This design comes from an exercise in tuning for a short achievable clock period and few clock cycles on the open sky130 flow, not from production work.
Only simulation tests tie the RTL to the original design; equivalence was not proved.

### design/flow/config.mk
export PLATFORM = sky130hd
export DESIGN_NAME = trading_core
export DESIGN_NICKNAME = trading_core
export VERILOG_FILES = /design/flow/design.v
export SDC_FILE = /design/flow/constraint.sdc
export NUM_CORES = 4
export LEC_CHECK = 0
export CAP_MARGIN = 20
export CORE_MARGIN = 2
export CORE_UTILIZATION = 40
export SLEW_MARGIN = 20
### design/flow/design.v
module trading_core #(
    parameter RSI_PERIOD = 14
)(
    input  logic        clk,
    input  logic        rst,
    input  logic [31:0] price_in,
    input  logic        price_valid,
    output logic [1:0]  action,
    output logic        action_valid,
    output logic [15:0] rsi_value
);
    localparam int SPLIT = 8;         
    logic [3:0]  cnt;                 
    logic [31:0] p0;                  
    logic [31:0] chg [0:11];          
    logic [31:0] sg, sl;              
    logic accept;
    assign accept = price_valid;      
    logic [31:0] c_new;
    logic        c_pos, c_neg;
    assign c_new = price_in - p0;
    assign c_neg = c_new[31];
    assign c_pos = !c_new[31] && (price_in != p0);
    logic [31:0] d_pos, d_neg;        
    assign d_pos = (!chg[11][31] && chg[11] != 32'd0) ? chg[11] : 32'd0;
    assign d_neg = chg[11][31] ? (32'd0 - chg[11]) : 32'd0;
    logic [31:0] g, l;                
    assign g = c_pos ? sg + c_new : sg;
    assign l = c_neg ? sl - c_new : sl;
    logic first;
    assign first = (cnt == 4'd0);
    always_ff @(posedge clk) begin
        if (rst) begin
            cnt <= 4'd0;
            sg  <= 32'd0;
            sl  <= 32'd0;
            for (int i = 0; i < 12; i++) chg[i] <= 32'd0;
        end else if (accept) begin
            p0 <= price_in;
            if (cnt != 4'd14) cnt <= cnt + 4'd1;
            if (!first) begin
                chg[0] <= c_new;
                for (int i = 1; i < 12; i++) chg[i] <= chg[i-1];
                sg <= g - d_pos;
                sl <= l - d_neg;
            end
        end
    end
    logic [27:0] ag, al;
    logic [28:0] den;
    assign ag  = g[31:4];
    assign al  = l[31:4];
    assign den = {1'b0, ag} + {1'b0, al};
    logic [28:0] rem_a [0:SPLIT];
    logic [SPLIT-1:0] q_hi;
    always_comb begin
        rem_a[0] = {1'b0, ag};
        for (int i = 0; i < SPLIT; i++) begin
            logic [29:0] t;
            t = {rem_a[i], 1'b0};
            if (t >= {1'b0, den}) begin
                q_hi[SPLIT-1-i] = 1'b1;
                rem_a[i+1] = 29'(t - {1'b0, den});
            end else begin
                q_hi[SPLIT-1-i] = 1'b0;
                rem_a[i+1] = t[28:0];
            end
        end
    end
    logic        r_valid;
    logic        r_al0, r_ag0;
    logic [28:0] r_rem, r_den;
    logic [SPLIT-1:0] r_qhi;
    logic        holding;
    always_ff @(posedge clk) begin
        if (rst) begin
            r_valid <= 1'b0;
        end else begin
            r_valid <= accept && (cnt == 4'd14);
        end
        r_al0 <= (al == 28'd0);
        r_ag0 <= (ag == 28'd0);
        r_rem <= rem_a[SPLIT];
        r_den <= den;
        r_qhi <= q_hi;
    end
    logic [28:0] rem_b [0:16-SPLIT];
    logic [15-SPLIT:0] q_lo;
    always_comb begin
        rem_b[0] = r_rem;
        for (int i = 0; i < 16 - SPLIT; i++) begin
            logic [29:0] t;
            t = {rem_b[i], 1'b0};
            if (t >= {1'b0, r_den}) begin
                q_lo[15-SPLIT-i] = 1'b1;
                rem_b[i+1] = 29'(t - {1'b0, r_den});
            end else begin
                q_lo[15-SPLIT-i] = 1'b0;
                rem_b[i+1] = t[28:0];
            end
        end
    end
    logic [15:0] ratio;
    logic [29:0] prod;
    logic [15:0] rsi;
    assign ratio = {r_qhi, q_lo};
    assign prod  = ratio * 30'd10000;
    assign rsi   = r_al0 ? 16'd10000 : r_ag0 ? 16'd0 : prod[29:16];
    logic buy, sell;
    assign buy  = !holding && rsi < 16'd3000;
    assign sell =  holding && rsi > 16'd7000;
    always_ff @(posedge clk) begin
        if (rst)          holding <= 1'b0;
        else if (r_valid) holding <= buy ? 1'b1 : sell ? 1'b0 : holding;
    end
    assign action_valid = r_valid;
    assign action       = buy ? 2'b01 : sell ? 2'b10 : 2'b00;
    assign rsi_value    = rsi;
endmodule
### design/flow/run.sh
#!/bin/bash
# synth_recipe.tcl (not shown) runs the flow's synth.tcl, then flattens the netlist and writes it again
# the make line also repeats each setting of config.mk as NAME=value (left out here)
make -C /OpenROAD-flow-scripts/flow DESIGN_CONFIG=/design/flow/config.mk WORK_HOME=/design/flow/orfs CLKGATE_MAP_FILE= SYNTH_SCRIPT=/design/flow/synth_recipe.tcl finish
### design/flow/constraint.sdc
create_clock -name core_clock -period 180.0 [get_ports {clk}]
set_input_delay 36.0000 -clock core_clock [delete_from_list [all_inputs] [get_ports {clk}]]
set_output_delay 36.0000 -clock core_clock [all_outputs]
set_load 0.01 [all_outputs]
==> results of run 1 <==
-- sequential cells by signal (all words and copies together) (netlist names) --
name and cells:
sl 32, p0 32, chg 384, cnt 4, sg 32, r_den 29, r_valid 1, r_ag0 1
holding 1, r_rem 29, r_qhi 8, r_al0 1
-- cell usage in the layout, fill, tap and decap left out, types with 37 or more instances in the layout --
cell type,synthesis,final
nand2_1,1304,1303
a21oi_1,954,954
ha_1,674,674
nor2_1,582,579
inv_1,540,540
dfxtp_1,522,522
o21ai_0,385,385
xnor2_1,314,314
a21o_1,241,241
nand3_1,144,144
nor3_1,137,137
xor2_1,130,128
mux2_2,112,112
o21a_1,106,106
nand4_1,91,91
a21boi_0,86,86
nand2b_1,81,81
o31ai_1,76,76
buf_4,6,71
clkbuf_16,0,69
o21bai_1,66,66
and3_1,62,61
nor2b_1,58,57
or3_1,55,55
clkdlybuf4s50_1,0,50
and2_1,48,47
o211ai_1,47,47
a211oi_1,47,47
fa_1,41,41
a31oi_1,40,40
nor4_1,37,37
-- cell type report --
type | instances | area share (%)
clock buffer | 96 | 3.192
clock inverter | 22 | 0.5886
inverter | 558 | 3.367
multi-input combinational | 6449 | 68.91
sequential | 554 | 18.32
tap | 1903 | 3.823
timing repair buffer | 125 | 1.792
-- critical path: cells and delay by family --
family | cells | cell delay [ps]
simple gates | 23 | 5670
mux | 6 | 2000
fa+ha+maj | 10 | 3580
compound gates | 166 | 34210
buf+inv | 14 | 4590
-- through the flow --
stage / utilization, % / hold slack [ps] / std cells / setup WS, ps
finish: 43.46 / 433.0 / 9707 / 94340
global route: 43.46 / 453.3 / 9707 / 90380
CTS: 43.44 / 445.5 / 9706 / 94650
detailed placement: 41.80 / 442.4 / 9588 / 94240
global placement: 41.80 / 436.2 / 9588 / 94960
floorplan: - / 432.1 / 7862 / 100430
-- routing by layer --
layer	part of all wire [%]	wire, um	vias up
met2	46	86050	1399
met3	5.4	10090	363
met5	0.0070	13	-
li1	-	-	27580
met1	44	81820	25900
met4	4.6	8628	2
-- how the worst min path moves through the flow --
stage | slack, ps | end | cells past startpoint | start
floorplan | 430 | chg[10][0] | 2 | chg[9][0]
global placement | 440 | chg[6][3] | 2 | chg[5][3]
detailed placement | 440 | chg[6][11] | 2 | chg[5][11]
CTS | 450 | chg[9][28] | 2 | chg[8][28]
global route | 450 | chg[4][9] | 2 | chg[3][9]
finish | 430 | chg[9][20] | 2 | chg[8][20]
-- logic make-up after synthesis --
family | after synthesis | share of synthesized area, %
fa+ha+maj | 732 | 16.37
mux | 169 | 3.319
other cells | 1 | 0.006510
compound gates | 2352 | 25.85
buf+inv | 859 | 5.778
flops | 554 | 19.81
xor+xnor | 465 | 7.554
simple gates | 2729 | 21.31
==> flow_summary.yaml, run 1 <==
clock_network:
  htreeDepth: 3
  cts_buffers: 67
  hold_buffers: 0
  cts_setup_buffers: 0
  clkTransAtPathRegs_ps: 60
  cts_tree: "done"
  cts_resized: 0
  clock-sinks: 554
  clockBufferDepth: 3
  cts_root_buffer: "clkbuf_16"
  clk_latency_ps: 660
timing:
  clock_skew_ps: 39.94
  rsz0062_at_grt: "false"
  finalHoldViolations: 0
  slew_violations: 0
  post-route-min-period_ps: 85660
  finalSetupTns_ps: 0
  worst_pin_slew_ps: 1057
  fin_crit_sh_pct: 47.59
  fmax_mhz: 11.67
  timing.slew.headroom_pct: 29.56
  finalSetupViolCount: 0
worst_setup_path:
  cp_max_fo: 46
  r2r_slack_ps: 129850
  cp_slowest_cell: "o21a_1"
  ff2ff_path_depth: 219
  critical_path_class: "input port to register"
  startpoint: "price_in[4]"
  r2r_end: "r_rem[12]"
  startpoint_type: "input port"
  cpMostUsedCell: "o21a_1"
  crit_path_end_kind: "register"
  r2r_start: "p0[4]"
  critPathArrivalTime_ps: 86200
  slowest_delay_ps: 670
  critPathRequiredTime_ps: 180540
  cp-endpoint: "r_rem[12]"
global_route:
  overflow: 0
  use_met1_pct: 31.29
  met2_usage_pct: 41.48
  grt_use_total_pct: 24.66
  antenna_found_initial: 3
  grt_busiest_layer: "met2"
  grt_max_degree: 232
  grt_pass1_wl_mm: 291.4
  grt_pass1_vias: 51890
  met3_usage_pct: 3.572
synth:
  yosys_warnings: 4
  synth_seq_cells: 554
  netlist_instances: 7861
  synth.avg_cell_area_um2: 7.328
  synth_edf_count: 32
  ys.flop_type: "dfxtp_1"
  seq_area_frac_synth_pct: 19.81
  synthArstFlopShare_pct: 0
  synth_most_common_cell: "nand2_1"
  synth_top_area_share_pct: 18.14
  yosysUniqueCellTypes: 132
  synth_top_cell_by_area: "dfxtp_1"
  synthTopCellsByArea: "dfxtp_1, ha_1, nand2_1, a21oi_1, xnor2_1"
  synth_area_um2: 57600
  synth.cells.most_frequent: "nand2_1, a21oi_1, ha_1"
route:
  drt_iter0_markers: 3829
  drt_pass1_iterations: 6
  drc_errors: 0
  final_antenna_net_count: 0
  vias: 55240
  post_drt_via_cell_ratio: 5.691
  routedWlPerCell_um: 19.22
  wl_mm: 186.6
floorplan:
  dieArea_um2: 147100
  start_util_pct: 40.20
  pin_count: 54
  num_rows: 139
  coreArea_um2: 143300
  die_y_um: 383.5
  die_width_um: 383.5
cells_and_area:
  multi_input_area_um2: 42920
  nNetsFinal: 8505
  seq_area_um2: 11410
  area_growth_pct: 8.117
  n_antenna_cell: 0
  design_area_um2: 62280
  fillers: 14860
  drive_gt1_share_pct: 5.882
placement:
  placed_cell_area_um2: 59900
  dpl.hpwl_mm: 144.5
  port_buffers: 51
  gp_congestion: 0.9878
hold_path:
  min_path_type: "register to register"
outcome:
  outcome: "finished clean"
run:
  cap_violations: 0
Testbench counts, summed over its fixed seeds: cycles 3,312.
==> run 2: changes to the inputs <==
--- a/design/flow/config.mk
+++ b/design/flow/config.mk
@@ -5,6 +5,7 @@
 export SDC_FILE = /design/flow/constraint.sdc
 export NUM_CORES = 4
 export LEC_CHECK = 0
+export ABC_CLOCK_PERIOD_IN_PS = 1000
 export CAP_MARGIN = 20
 export CORE_MARGIN = 2
 export CORE_UTILIZATION = 40
==> run 2 against run 1 <==
First-iteration DRC count unchanged. Worst setup slack unchanged. Fmax unchanged.
==> flow_summary.yaml, run 2 <==
synth:
  synth_top_area_share_pct: 18.14
  synth_compound_area_share_pct: 25.85
  synth_top_cell_by_area: "dfxtp_1"
  synth_top_family_by_area: "compound AO/OA/AOI/OAI gates"
  seq_area_frac_synth_pct: 19.81
  synthArstFlopShare_pct: 0
  synth_most_common_cell: "nand2_1"
  synthMuxAreaShare_pct: 3.319
  yosysUniqueCellTypes: 132
  synth_seq_cells: 554
  synth.cells.most_frequent: "nand2_1, a21oi_1, ha_1"
  synth_adder_area_share_pct: 16.37
  synth-simple-area-share_pct: 21.31
  synth_edf_count: 32
  synth.avg_cell_area_um2: 7.328
  synthTopCellsByArea: "dfxtp_1, ha_1, nand2_1, a21oi_1, xnor2_1"
  synth-xor-area-share_pct: 7.554
  yosys_warnings: 4
  netlist_instances: 7861
  synth_area_um2: 57600
  ys.flop_type: "dfxtp_1"
hold_path:
  min_path_type: "register to register"
route:
  drc_errors: 0
  vias: 55240
  post_drt_via_cell_ratio: 5.691
  drt_iter0_markers: 3829
  routedWlPerCell_um: 19.22
  wl_mm: 186.6
  drt_pass1_iterations: 6
  final_antenna_net_count: 0
clock_network:
  cts_buffers: 67
  clockBufferDepth: 3
  cts_tree: "done"
  cts_setup_buffers: 0
  cts_root_buffer: "clkbuf_16"
  clock-sinks: 554
  clk_latency_ps: 660
  cts_resized: 0
  clkTransAtPathRegs_ps: 60
  hold_buffers: 0
  htreeDepth: 3
cells_and_area:
  largest_reg_flops: 384
  drive_gt1_share_pct: 5.882
  seq_area_um2: 11410
  nNetsFinal: 8505
  fillers: 14860
  design_area_um2: 62280
  layout.cells.most_common_list: "nand2_1, a21oi_1, ha_1"
  final_cells: 9707
  mostFrequentLayoutCell: "nand2_1"
  top_register: "chg"
  n_antenna_cell: 0
  area_growth_pct: 8.117
  multi_input_area_um2: 42920
worst_setup_path:
  critical_path_class: "input port to register"
  crit_path_end_kind: "register"
  critPathArrivalTime_ps: 86200
  cpMostUsedCell: "o21a_1"
  cp_top_family: "compound AO/OA/AOI/OAI gates"
  cp_slowest_cell: "o21a_1"
  slowest_delay_ps: 670
  path_buf_inv: 14
  startpoint_type: "input port"
  critPathRequiredTime_ps: 180540
  cp_max_fo: 46
timing:
  rsz0062_at_grt: "false"
  worst_pin_slew_ps: 1057
  clock_skew_ps: 39.94
  fmax_mhz: 11.67
  fin_crit_sh_pct: 47.59
  whs_ps: 433.0
  timing.slew.headroom_pct: 29.56
  post-route-min-period_ps: 85660
  slew_violations: 0
  finalHoldViolations: 0
  finalSetupTns_ps: 0
  fin_ws_ps: 94340
  finalSetupViolCount: 0
global_route:
  grt_pass1_wl_mm: 291.4
  grt_pass1_vias: 51890
  grt_use_total_pct: 24.66
  grt_max_degree: 232
  antenna_found_initial: 3
  overflow: 0
placement:
  dp.cells: 9588
  port_buffers: 51
  dpl.hpwl_mm: 144.5
  place_ws_ps: 94240
  placed_cell_area_um2: 59900
  gp_congestion: 0.9878
floorplan:
  coreArea_um2: 143300
  die_width_um: 383.5
  pin_count: 54
  start_util_pct: 40.20
  dieArea_um2: 147100
  die_y_um: 383.5
  num_rows: 139
outcome:
  outcome: "finished clean"
run:
  cap_violations: 0
run 2: cell counts after synthesis:
No cell type changed its count.
run 2: cell type report:
type	count	area share, %
clock inverters	22	0.5886
multi-input cells	6449	68.91
well taps	1903	3.823
flip-flops and latches	554	18.32
repair buffers	125	1.792
inverters	558	3.367
clock buffers	96	3.192
run 2: metrics by stage:
step	utilization [%]
after floorplan	-
after global placement	41.80
after detailed placement	41.80
after CTS	43.44
after global routing	43.46
final	43.46
run 2: metal layers:
| metal | global-route usage, % | routed length, um | up-vias | part of all wire [%] |
|---|---|---|---|---|
| met5 | 0 | 13 | - | 0.0070 |
| met4 | 10.59 | 8628 | 2 | 4.6 |
| met2 | 41.48 | 86050 | 1399 | 46 |
| met1 | 31.29 | 81820 | 25900 | 44 |
| met3 | 3.572 | 10090 | 363 | 5.4 |
| li1 | - | - | 27580 | - |
run 2: logic make-up (layout without fill, tap and decap cells):
logic type | Yosys count | count (layout)
AOI/OAI and AO/OA | 2352 | 2352
xor gates and xnor gates | 465 | 465
DFF | 554 | 554
buffers and inverters | 859 | 801
adders and majority gates | 732 | 732
and+or+nand+nor | 2729 | 2729
muxes | 169 | 169
other | 1 | 2
run 2: final timing paths:
kind,from,to,cells past startpoint,slack [ps]
max reg2reg,p0[4],r_rem[12],219,129850
min reg2reg,chg[8][20],chg[9][20],2,430
min,chg[8][20],chg[9][20],2,430
max,price_in[4],r_rem[12],219,94340
run 2: worst register-to-register path: cells and delay by family, from the launching register on:
family                     cells  cell delay [ps]
AOI/OAI and AO/OA            166            34240
adders and majority gates     10             3540
buffers and inverters         14             4190
DFF                            1              320
muxes                          6             2050
and+or+nand+nor               23             5710

[static timing again, ports no longer ideal]
Ports are ideal in the flow. The routed layouts listed here were re-timed in OpenROAD. Step 1 sets driving cells, clkbuf_16 on the clock port and buf_2 on the other inputs (assumed; they add their load-dependent delay and slew). Step 2 moves the port delays by t, midway between the first and last clock arrival at a register: inputs arrive t later, outputs are due t later. That takes back most of the time a late clock gives input paths. Slacks: no drivers / after step 1 / after step 2; pairs: no drivers / after step 1.
run | t, ns | setup WS [ns] | hold slack, ns | clock arrival spread, ns | slew at the worst register clock pin (ns)
run 1 | 0.720 | 94.340 / 94.386 / 93.667 | 0.433 / 0.433 / 0.433 | 0.046 / 0.045 | 0.07 / 0.07
run 2 | 0.720 | 94.340 / 94.386 / 93.667 | 0.433 / 0.433 / 0.433 | 0.046 / 0.045 | 0.07 / 0.07
After both steps every run listed still meets setup and hold.
